Source: an optimization exercise on an open RTL-to-GDS flow (aim: small area, a short achievable clock period and few clock cycles per item). Production flows keep margins and buffers that such runs may drop. No functional check of the RTL was part of any run shown here. The clock port is modelled as an ideal driver; clocking choices that lean on that would not hold on a real chip.

## flow/design.v (module list and top-level ports; edited modules follow where they fit)
// module square_root32: 906 lines
module square_root32(
		input wire iCLOCK,
		input wire inRESET,
		input wire iDATA_REQ,
		output wire oDATA_BUSY,
		input wire [31:0] iDATA,
		output wire oDATA_VALID,
		input wire iDATA_BUSY,
		output wire [15:0] oDATA
	);
  // ...
==> flow/flow/run.sh <==
#!/bin/bash
# The standard layout (standard.sh, unchanged synthesis and steps), with:
# - a larger setup margin for ORFS's timing repair, so that repair works
#   towards a shorter achieved period;
# - port buffers of the smallest buffer cell (repair upsizes them as needed);
bash standard.sh SETUP_SLACK_MARGIN=10.9 BUFFER_PORTS_ARGS='-buffer_cell sky130_fd_sc_hd__buf_1' POST_CTS_TCL="$(pwd)/flow/flatten_clk.tcl" finish > standard.log 2>&1
==> flow/flow/flatten_clk.tcl <==
# Remove the clock tree's intermediate level: the root clock buffer then
# drives the leaf clock buffers directly. Every register keeps the same
# number of buffers (two) between the clock port and its clock pin.
set block [ord::get_db_block]
set root [$block findInst clkbuf_0_iCLOCK]
set rootnet [[$root findITerm X] getNet]
set mids {}
foreach it [$rootnet getITerms] {
  set inst [$it getInst]
  if {$inst eq $root} continue
  if {[string match "clkbuf_leaf_*" [$inst getName]]} continue
  lappend mids $inst
}
foreach inst $mids {
  if {![string match "clkbuf_*" [$inst getName]]} { error "unexpected load [$inst getName] on the root clock net" }
  set onet [[$inst findITerm X] getNet]
  set loads {}
  foreach it [$onet getITerms] { if {[$it getInst] ne $inst} { lappend loads $it } }
  set dummies {}
  foreach it $loads {
    if {[string match "clkload*" [[$it getInst] getName]]} { lappend dummies [$it getInst]; continue }
    if {![string match "clkbuf_leaf_*" [[$it getInst] getName]]} { error "unexpected load [[$it getInst] getName]" }
    $it disconnect
    $it connect $rootnet
  }
  puts "flatten_clk: removed [$inst getName], moved [llength $loads] leaf buffers to [$rootnet getName]"
  foreach d $dummies {
    puts "flatten_clk: removed dummy load [$d getName]"
    odb::dbInst_destroy $d
  }
  odb::dbInst_destroy $inst
  odb::dbNet_destroy $onet
}
==> flow/standard.sh <==
#!/bin/bash
# synth_recipe.tcl (not shown) runs the flow's synth.tcl, then flattens the netlist and writes it again
# the make line also repeats each setting of config.mk as NAME=value (left out here)
make -C /OpenROAD-flow-scripts/flow DESIGN_CONFIG=/design/flow/config.mk WORK_HOME=/design/flow/orfs CLKGATE_MAP_FILE= SYNTH_SCRIPT=/design/flow/synth_recipe.tcl "${@:-finish}"
==> flow/config.mk <==
export PLATFORM = sky130hd
export DESIGN_NAME = square_root32
export DESIGN_NICKNAME = square_root32
export VERILOG_FILES = /design/flow/design.v
export SDC_FILE = /design/flow/constraint.sdc
export NUM_CORES = 4
export LEC_CHECK = 0
export ABC_AREA = 1
export CAP_MARGIN = 20
export CORE_MARGIN = 2
export CORE_UTILIZATION = 68
export CTS_BUF_LIST = sky130_fd_sc_hd__clkbuf_16
export CTS_CLUSTER_DIAMETER = 80
export CTS_CLUSTER_SIZE = 28
export SLEW_MARGIN = 20
==> flow/constraint.sdc <==
create_clock -name core_clock -period 15.0 [get_ports {iCLOCK}]
set_input_delay 3.0000 -clock core_clock [delete_from_list [all_inputs] [get_ports {iCLOCK}]]
set_output_delay 3.0000 -clock core_clock [all_outputs]
set_load 0.01 [all_outputs]
==> summary.md, run 1 <==
| Metric | Value |
|---|---|
| Status | no timing/DRC/antenna violations |
| Biggest Area Class | registers |
| Ys Warns | 1 |
| Area Overhead vs Synth | 7.46% |
| Fmax achieved | 0.248 GHz |
| CP max stage delay | 0.48 ns |
| Critical path depth in cells | 1 |
| Hold Path Depth | 0 |
| Initial core utilization | 69.8% |
| Number of vias per cell | 5.25 |
| Largest net degree at the start of global routing | 161 |
| R2r startpoint | x5[21]$_DFFE_PN_ |
| Most common cell after layout, fill and taps aside | nand2_1 |
| CP Cell Sequence | buf_1 |
| Fin util | 75.0% |
| Syn Nets | 1614 |
| Antenna violations before repair | 0 |
| Cell count after synthesis | 1508 |
| Worst hold path type | reg -> reg |
| Least-Margin Pin Slew | 1.05 ns |
| Final hold viol count | 0 |
| Multi-input comb cells | 1034 |
| 1st-iter DRT viols | 656 |
| CP Max Fanout | 2 |
| R2r setup slk | 11.05 ns |
| Post-layout min period | 4.03 ns |
| Max cap viols | 0 |
| RSZ-0062 raised after global routing | true |
==> run 2, diff against run 1 <==
--- a/flow/design.v
+++ b/flow/design.v
@@ -19,60 +19,60 @@
 	reg b_v3;
 	reg b_v4;
 	reg b_v5;
 	reg b_v6;
 	wire [31:0] x0;
 	wire [0:0] q1;
 	wire [1:0] r1;
 	wire [29:0] x1;
-	reg [1:0] q2;
-	reg [2:0] rn2;
-	wire [2:0] r2 = ~rn2;
+	reg [1:0] qn2;
+	wire [1:0] q2 = ~qn2;
+	reg [2:0] r2;
 	reg [27:0] x2;
 	wire [2:0] q3;
 	wire [3:0] r3;
 	wire [25:0] x3;
 	wire [3:0] q4;
 	wire [4:0] r4;
 	wire [23:0] x4;
-	reg [4:0] q5;
-	reg [5:0] rn5;
-	wire [5:0] r5 = ~rn5;
-	reg [21:0] x5;
-	wire [5:0] q6;
-	wire [6:0] r6;
-	wire [19:0] x6;
+	wire [4:0] q5;
+	wire [5:0] r5;
+	wire [21:0] x5;
+	reg [5:0] qn6;
+	wire [5:0] q6 = ~qn6;
+	reg [6:0] r6;
+	reg [19:0] x6;
 	wire [6:0] q7;
 	wire [7:0] r7;
 	wire [17:0] x7;
-	reg [7:0] q8;
-	reg [8:0] rn8;
-	wire [8:0] r8 = ~rn8;
+	reg [7:0] qn8;
+	wire [7:0] q8 = ~qn8;
+	reg [8:0] r8;
 	reg [15:0] x8;
 	wire [8:0] q9;
 	wire [9:0] r9;
 	wire [13:0] x9;
-	reg [9:0] q10;
-	reg [10:0] rn10;
-	wire [10:0] r10 = ~rn10;
+	reg [9:0] qn10;
+	wire [9:0] q10 = ~qn10;
+	reg [10:0] r10;
 	reg [11:0] x10;
 	wire [10:0] q11;
 	wire [11:0] r11;
 	wire [9:0] x11;
-	reg [11:0] q12;
-	reg [12:0] rn12;
-	wire [12:0] r12 = ~rn12;
+	reg [11:0] qn12;
+	wire [11:0] q12 = ~qn12;
+	reg [12:0] r12;
 	reg [7:0] x12;
 	wire [12:0] q13;
 	wire [13:0] r13;
 	wire [5:0] x13;
-	reg [13:0] q14;
-	reg [14:0] rn14;
-	wire [14:0] r14 = ~rn14;
+	reg [13:0] qn14;
+	wire [13:0] q14 = ~qn14;
+	reg [14:0] r14;
 	reg [3:0] x14;
 	wire [14:0] q15;
 	wire [15:0] r15;
 	wire [1:0] x15;
 	wire [15:0] q16;
 	assign x0 = iDATA;
 	wire ge0 = (x0[31:30] != 2'b00);
 	assign q1 = {ge0};
@@ -92,18 +92,18 @@
 	assign d1[0] = ~(t1[0] ^ sn1[0]);
 	assign d1[1] = t1[1] ^ (sn1[1] ^ (t1[0] | sn1[0]));
 	assign d1[2] = t1[2] ^ (sn1[2] ^ h1_1g);
 	assign d1[3] = t1[3] ^ (sn1[3] ^ h1_4g);
 	assign d1[4] = ~h1_3g;
 	wire ge1 = !d1[4];
 	always @(posedge iCLOCK) begin
 		if (adv) begin
-			q2 <= {q1, ge1};
-			rn2 <= ~(ge1 ? d1[2:0] : t1[2:0]);
+			qn2 <= ~{q1, ge1};
+			r2 <= (ge1 ? d1[2:0] : t1[2:0]);
 			x2 <= x1[27:0];
 		end
 	end
 	wire [4:0] t2 = {r2, x2[27:26]};
 	wire [4:0] sn2 = {1'b1, ~q2, 2'b10};
 	wire h2_1g = (t2[1] & sn2[1]) | ((t2[1] | sn2[1]) & (t2[0] | sn2[0]));
 	wire h2_1p = (t2[1] | sn2[1]) & 1'b0;
 	wire h2_2g = (t2[3] & sn2[3]) | ((t2[3] | sn2[3]) & (t2[2] & sn2[2]));
@@ -176,23 +176,19 @@
 	assign d4[1] = t4[1] ^ (sn4[1] ^ (t4[0] | sn4[0]));
 	assign d4[2] = t4[2] ^ (sn4[2] ^ h4_1g);
 	assign d4[3] = t4[3] ^ (sn4[3] ^ h4_6g);
 	assign d4[4] = t4[4] ^ (sn4[4] ^ h4_4g);
 	assign d4[5] = t4[5] ^ (sn4[5] ^ h4_7g);
 	assign d4[6] = t4[6] ^ (sn4[6] ^ h4_5g);
 	assign d4[7] = ~h4_8g;
 	wire ge4 = !d4[7];
-	always @(posedge iCLOCK) begin
-		if (adv) begin
-			q5 <= {q4, ge4};
-			rn5 <= ~(ge4 ? d4[5:0] : t4[5:0]);
-			x5 <= x4[21:0];
-		end
-	end
+	assign q5 = {q4, ge4};
+	assign r5 = (ge4 ? d4[5:0] : t4[5:0]);
+	assign x5 = x4[21:0];
 	wire [7:0] t5 = {r5, x5[21:20]};
 	wire [7:0] sn5 = {1'b1, ~q5, 2'b10};
 	wire h5_1g = (t5[1] & sn5[1]) | ((t5[1] | sn5[1]) & (t5[0] | sn5[0]));
 	wire h5_1p = (t5[1] | sn5[1]) & 1'b0;
 	wire h5_2g = (t5[3] & sn5[3]) | ((t5[3] | sn5[3]) & (t5[2] & sn5[2]));
 	wire h5_2p = (t5[3] | sn5[3]) & (t5[2] | sn5[2]);
 	wire h5_3g = (t5[5] & sn5[5]) | ((t5[5] | sn5[5]) & (t5[4] & sn5[4]));
 	wire h5_3p = (t5[5] | sn5[5]) & (t5[4] | sn5[4]);
@@ -218,19 +214,23 @@
 	assign d5[2] = t5[2] ^ (sn5[2] ^ h5_1g);
 	assign d5[3] = t5[3] ^ (sn5[3] ^ h5_9g);
 	assign d5[4] = t5[4] ^ (sn5[4] ^ h5_5g);
 	assign d5[5] = t5[5] ^ (sn5[5] ^ h5_10g);
 	assign d5[6] = t5[6] ^ (sn5[6] ^ h5_8g);
 	assign d5[7] = t5[7] ^ (sn5[7] ^ h5_11g);
 	assign d5[8] = ~h5_7g;
 	wire ge5 = !d5[8];
-	assign q6 = {q5, ge5};
-	assign r6 = (ge5 ? d5[6:0] : t5[6:0]);
-	assign x6 = x5[19:0];
+	always @(posedge iCLOCK) begin
+		if (adv) begin
+			qn6 <= ~{q5, ge5};
+			r6 <= (ge5 ? d5[6:0] : t5[6:0]);
+			x6 <= x5[19:0];
+		end
+	end
 	wire [8:0] t6 = {r6, x6[19:18]};
 	wire [8:0] sn6 = {1'b1, ~q6, 2'b10};
 	wire h6_1g = (t6[1] & sn6[1]) | ((t6[1] | sn6[1]) & (t6[0] | sn6[0]));
 	wire h6_1p = (t6[1] | sn6[1]) & 1'b0;
 	wire h6_2g = (t6[3] & sn6[3]) | ((t6[3] | sn6[3]) & (t6[2] & sn6[2]));
 	wire h6_2p = (t6[3] | sn6[3]) & (t6[2] | sn6[2]);
 	wire h6_3g = (t6[5] & sn6[5]) | ((t6[5] | sn6[5]) & (t6[4] & sn6[4]));
 	wire h6_3p = (t6[5] | sn6[5]) & (t6[4] | sn6[4]);
@@ -307,18 +307,18 @@
 	assign d7[6] = t7[6] ^ (sn7[6] ^ h7_9g);
 	assign d7[7] = t7[7] ^ (sn7[7] ^ h7_13g);
 	assign d7[8] = t7[8] ^ (sn7[8] ^ h7_8g);
 	assign d7[9] = t7[9] ^ (sn7[9] ^ h7_14g);
 	assign d7[10] = ~h7_10g;
 	wire ge7 = !d7[10];
 	always @(posedge iCLOCK) begin
 		if (adv) begin
-			q8 <= {q7, ge7};
-			rn8 <= ~(ge7 ? d7[8:0] : t7[8:0]);
+			qn8 <= ~{q7, ge7};
+			r8 <= (ge7 ? d7[8:0] : t7[8:0]);
 			x8 <= x7[15:0];
 		end
 	end
 	wire [10:0] t8 = {r8, x8[15:14]};
 	wire [10:0] sn8 = {1'b1, ~q8, 2'b10};
 	wire h8_1g = (t8[1] & sn8[1]) | ((t8[1] | sn8[1]) & (t8[0] | sn8[0]));
 	wire h8_1p = (t8[1] | sn8[1]) & 1'b0;
 	wire h8_2g = (t8[3] & sn8[3]) | ((t8[3] | sn8[3]) & (t8[2] & sn8[2]));
@@ -416,18 +416,18 @@
 	assign d9[8] = t9[8] ^ (sn9[8] ^ h9_10g);
 	assign d9[9] = t9[9] ^ (sn9[9] ^ h9_17g);
 	assign d9[10] = t9[10] ^ (sn9[10] ^ h9_13g);
 	assign d9[11] = t9[11] ^ (sn9[11] ^ h9_18g);
 	assign d9[12] = ~h9_11g;
 	wire ge9 = !d9[12];
 	always @(posedge iCLOCK) begin
 		if (adv) begin
-			q10 <= {q9, ge9};
-			rn10 <= ~(ge9 ? d9[10:0] : t9[10:0]);
+			qn10 <= ~{q9, ge9};
+			r10 <= (ge9 ? d9[10:0] : t9[10:0]);
 			x10 <= x9[11:0];
 		end
 	end
 	wire [12:0] t10 = {r10, x10[11:10]};
 	wire [12:0] sn10 = {1'b1, ~q10, 2'b10};
 	wire h10_1g = (t10[1] & sn10[1]) | ((t10[1] | sn10[1]) & (t10[0] | sn10[0]));
 	wire h10_1p = (t10[1] | sn10[1]) & 1'b0;
 	wire h10_2g = (t10[3] & sn10[3]) | ((t10[3] | sn10[3]) & (t10[2] & sn10[2]));
@@ -543,18 +543,18 @@
 	assign d11[10] = t11[10] ^ (sn11[10] ^ h11_14g);
 	assign d11[11] = t11[11] ^ (sn11[11] ^ h11_20g);
 	assign d11[12] = t11[12] ^ (sn11[12] ^ h11_12g);
 	assign d11[13] = t11[13] ^ (sn11[13] ^ h11_21g);
 	assign d11[14] = ~h11_15g;
 	wire ge11 = !d11[14];
 	always @(posedge iCLOCK) begin
 		if (adv) begin
-			q12 <= {q11, ge11};
-			rn12 <= ~(ge11 ? d11[12:0] : t11[12:0]);
+			qn12 <= ~{q11, ge11};
+			r12 <= (ge11 ? d11[12:0] : t11[12:0]);
 			x12 <= x11[7:0];
 		end
 	end
 	wire [14:0] t12 = {r12, x12[7:6]};
 	wire [14:0] sn12 = {1'b1, ~q12, 2'b10};
 	wire h12_1g = (t12[1] & sn12[1]) | ((t12[1] | sn12[1]) & (t12[0] | sn12[0]));
 	wire h12_1p = (t12[1] | sn12[1]) & 1'b0;
 	wire h12_2g = (t12[3] & sn12[3]) | ((t12[3] | sn12[3]) & (t12[2] & sn12[2]));
@@ -690,18 +690,18 @@
 	assign d13[12] = t13[12] ^ (sn13[12] ^ h13_16g);
 	assign d13[13] = t13[13] ^ (sn13[13] ^ h13_25g);
 	assign d13[14] = t13[14] ^ (sn13[14] ^ h13_19g);
 	assign d13[15] = t13[15] ^ (sn13[15] ^ h13_26g);
 	assign d13[16] = ~h13_15g;
 	wire ge13 = !d13[16];
 	always @(posedge iCLOCK) begin
 		if (adv) begin
-			q14 <= {q13, ge13};
-			rn14 <= ~(ge13 ? d13[14:0] : t13[14:0]);
+			qn14 <= ~{q13, ge13};
+			r14 <= (ge13 ? d13[14:0] : t13[14:0]);
 			x14 <= x13[3:0];
 		end
 	end
 	wire [16:0] t14 = {r14, x14[3:2]};
 	wire [16:0] sn14 = {1'b1, ~q14, 2'b10};
 	wire h14_1g = (t14[1] & sn14[1]) | ((t14[1] | sn14[1]) & (t14[0] | sn14[0]));
 	wire h14_1p = (t14[1] | sn14[1]) & 1'b0;
 	wire h14_2g = (t14[3] & sn14[3]) | ((t14[3] | sn14[3]) & (t14[2] & sn14[2]));
@@ -896,13 +896,18 @@
 		end else if (!b_skid_valid) begin
 			b_skid_valid <= b_v6;
 		end
 	end
 	always @(posedge iCLOCK) begin
 		if (out_free) b_out_data <= b_skid_valid ? b_skid_data : res;
 		if (!b_skid_valid) b_skid_data <= res;
 	end
-	assign oDATA_BUSY = b_skid_valid;
+	reg b_busy;
+	always @(posedge iCLOCK or negedge inRESET) begin
+		if (!inRESET) b_busy <= 1'b0;
+		else b_busy <= !out_free && (b_busy || b_v6);
+	end
+	assign oDATA_BUSY = b_busy;
 	assign oDATA_VALID = b_out_valid;
 	assign oDATA = b_out_data;
 endmodule
 `default_nettype wire
==> flow/config.mk (replaced) <==
export PLATFORM = sky130hd
export DESIGN_NAME = square_root32
export DESIGN_NICKNAME = square_root32
export VERILOG_FILES = /design/flow/design.v
export SDC_FILE = /design/flow/constraint.sdc
export NUM_CORES = 4
export LEC_CHECK = 0
export ABC_AREA = 1
export CAP_MARGIN = 20
export CORE_MARGIN = 2
export CORE_UTILIZATION = 74
export CTS_BUF_LIST = sky130_fd_sc_hd__clkbuf_16
export CTS_CLUSTER_DIAMETER = 80
export CTS_CLUSTER_SIZE = 28
export SLEW_MARGIN = 20
==> summary.md, run 2 <==
| Metric | Value |
|---|---|
| Ant diodes | 0 |
| Clock latency on the worst-skew pair | 0.43 ns |
| Layout cells sized above 1 | 8.74% |
| Tcrit/Tclk final | 26.4% |
| Die height | 140 um |
| DRT Wirelength | 25700 um |
| Cell count after synthesis | 1459 (-3.2%) |
| Top FF cell, synth | edfxtp_1 |
| Yosys top cell area share | 47.0% |
| Reg area | 6970 um^2 |
| Placed Area | 14100 um^2 |
| Clock transition at path regs | 0.10 ns |
| Crit start category | register |
| Die Width | 140 um |
| Status | no timing/DRC/antenna violations |
| Via count | 9867 |
| Largest cells by area after synthesis | edfxtp_1 (47%), nand2_1 (10%), fa_1 (6.2%) |
| PortBufs | 53 |
| Slew HR | 28.7% |
| Synth Register Bits | 239 |
| Post-synth EDFFs | 214 |
| CP Max Fanout | 1 (-1) |
| Hpwl dp | 18600 um |
| Boundary Pins | 54 |
| Num rows | 49 |
| Most common cell after layout, fill and taps aside | nand2_1 |
| Area Overhead vs Synth | 6.91% |
| Ys async rst share | 3.77% |
| Syn Nets | 1565 (-3.0%) |
| Worst hold path type | reg -> reg |
| Mapped Area | 13700 um^2 |
| Fillers | 1134 |
| Biggest register | x2 |
| 1st-iter DRT viols | 661 (+0.76%) |
| Worst path bufs/invs | 1 |
| Post-layout min period | 3.96 ns (-0.0732 ns) |
| CP Class | reg -> out |
| Least-Margin Pin Slew | 1.07 ns (+0.0165 ns) |
| Num Clock Sinks | 239 |
| First-pass GRT wire length | 43100 um |
| Gpl congestion | 0.888 |
| Max cap viols | 0 (unchanged) |
| Antenna violations before repair | 0 (unchanged) |
| Synth cell types | 52 |
| Fin area | 14600 um^2 |
| Slowest-stage cell, CP | edfxtp_1 |
| Setup tns final | 0 ns |
| Largest net degree at the start of global routing | 122 (-24%) |
| Crit path max-delay family | flip-flops |
| CP Cell Sequence | buf_1 |
| Final hold viol count | 0 (unchanged) |
| Vias in the first global route | 9675 |
| DRT antenna net count | 0 |
| Final clock skew | 0.0211 ns |
| Total global routing overflow | 0 |
| Drt pass-1 iters | 8 |
| Net count, final | 1634 |
| Number of vias per cell | 5.60 (+6.6%) |
| Count leader, synth | nand2_1 |
| Avg Synthesized Cell Area | 9.37 um^2 |
| # DRC | 0 |
| Worst EP arrival | 0.96 ns |
| Top cells by count, synth | nand2_1 (382), edfxtp_1 (214), inv_1 (213) |
| Ys Warns | 1 (unchanged) |
| RSZ-0062 raised after global routing | false |
| CP max stage delay | 0.40 ns (-0.08 ns) |
| CORE AREA | 18000 um^2 |
| Max reg flops | 28 |
| Final setup viols | 0 |
| Worst Setup End Kind | primary output |
| Multi-input gate area | 5750 um^2 |
| Regs by FF count | x2: 28 flops, x6: 20 flops |
| Post-synth top area cell | edfxtp_1 |
| WP data required | 12.00 ns |
| Max-slew violations | 0 |
| Most frequent cells in the layout | nand2_1 (380), edfxtp_1 (214), inv_1 (213), o21ai_0 (106), nor2_1 (89) |
| Gr usage total | 27.4% |
| Wire per inst | 14.6 um |
| Sequential fraction of the synthesis area | 51.0% |
| Die footprint | 19600 um^2 |
| CTS tree | yes |
| Fmax achieved | 0.253 GHz (+1.9%) |
| Initial core utilization | 75.8% (+6.0 points) |
run 2: per-stage QoR:
| stage | cells | setup WS (ns) | hold WS [ns] | utilization [%] |
|---|---|---|---|---|
| after floorplan | 1459 | 11.13 | 0.400 | - |
| after global routing | 1762 | 10.85 | 0.410 | 81.0 |
| after global placement | 1726 | 10.93 | 0.400 | 78.0 |
| after detailed placement | 1726 | 10.83 | 0.405 | 78.0 |
| final | 1762 | 11.04 | 0.412 | 81.0 |
run 2: final timing paths:
path	startpoint	to	slack [ns]	depth (start not counted)
min	x2[11]$_DFFE_PN_	x6[11]$_DFFE_PN_	0.41	0
max	b_out_data[6]$_DFFE_PN_	oDATA[6]	11.04	1
max reg2reg	x2[26]$_DFFE_PN_	r6[5]$_DFFE_PN_	11.06	26
min reg2reg	x2[11]$_DFFE_PN_	x6[11]$_DFFE_PN_	0.41	0
min in group asynchronous	inRESET	b_v4$_DFFE_PN0N_	2.49	1
max in group asynchronous	inRESET	b_out_valid$_DFFE_PN0N_	12.20	1
run 2: cell families (layout without fill, tap and decap cells):
kind of cell               after synthesis  after routing  share of synthesized area, %
xor gates and xnor gates                68             68                          4.36
AOI/OAI and AO/OA                      217            217                          8.83
buffers and inverters                  249            323                          7.18
muxes                                    2              2                         0.147
and+or+nand+nor                        614            614                          19.8
DFF                                    239            239                          51.0
adders and majority gates               70             70                          8.72
run 2: layout make-up:
type	instances	share of cell area, %
Clock buffer	11	1.88
Clock inverter	7	0.582
Inverter	231	6.06
Multi-Input combinational cell	971	39.4
Sequential cell	239	47.7
Tap cell	229	1.96
Timing Repair Buffer	74	2.44
run 2: routing by layer:
| layer | wire (um) | track usage, % | up-vias |
|---|---|---|---|
| met5 | 0 | 0 | - |
| met4 | 1090 | 12.8 | 0 |
| met3 | 882 | 4.44 | 89 |
| met2 | 13800 | 49.9 | 250 |
| met1 | 9980 | 31.8 | 4631 |
| li1 | - | - | 4897 |

what the ideal ports hide:
The results above use ideal ports. As a check the final layouts listed here were re-extracted and re-timed, cells and wires unchanged. Step 1 assumes that a clkbuf_16 drives the clock port and a buf_2 every other input. Step 2 times the ports against the registers' clock, not the clock port: input delays grow and output delays shrink by t, the midpoint of the rising clock arrivals with the driver on. Three values: ideal, step 1, step 2; two values: the first two.
run	t, ns	slack for setup (ns)	worst setup path at the end	worst register clock-pin slew, ns
run 1	0.463	10.968 / 10.925 / 10.976	input to register	0.10 / 0.10
run 2	0.463	11.041 / 10.993 / 10.917	input to register	0.11 / 0.11
After both steps setup and hold are still met in every run listed. For run 2, which loses most, drivers alone change the setup slack by -0.048 ns; drivers and shift together by -0.124 ns.
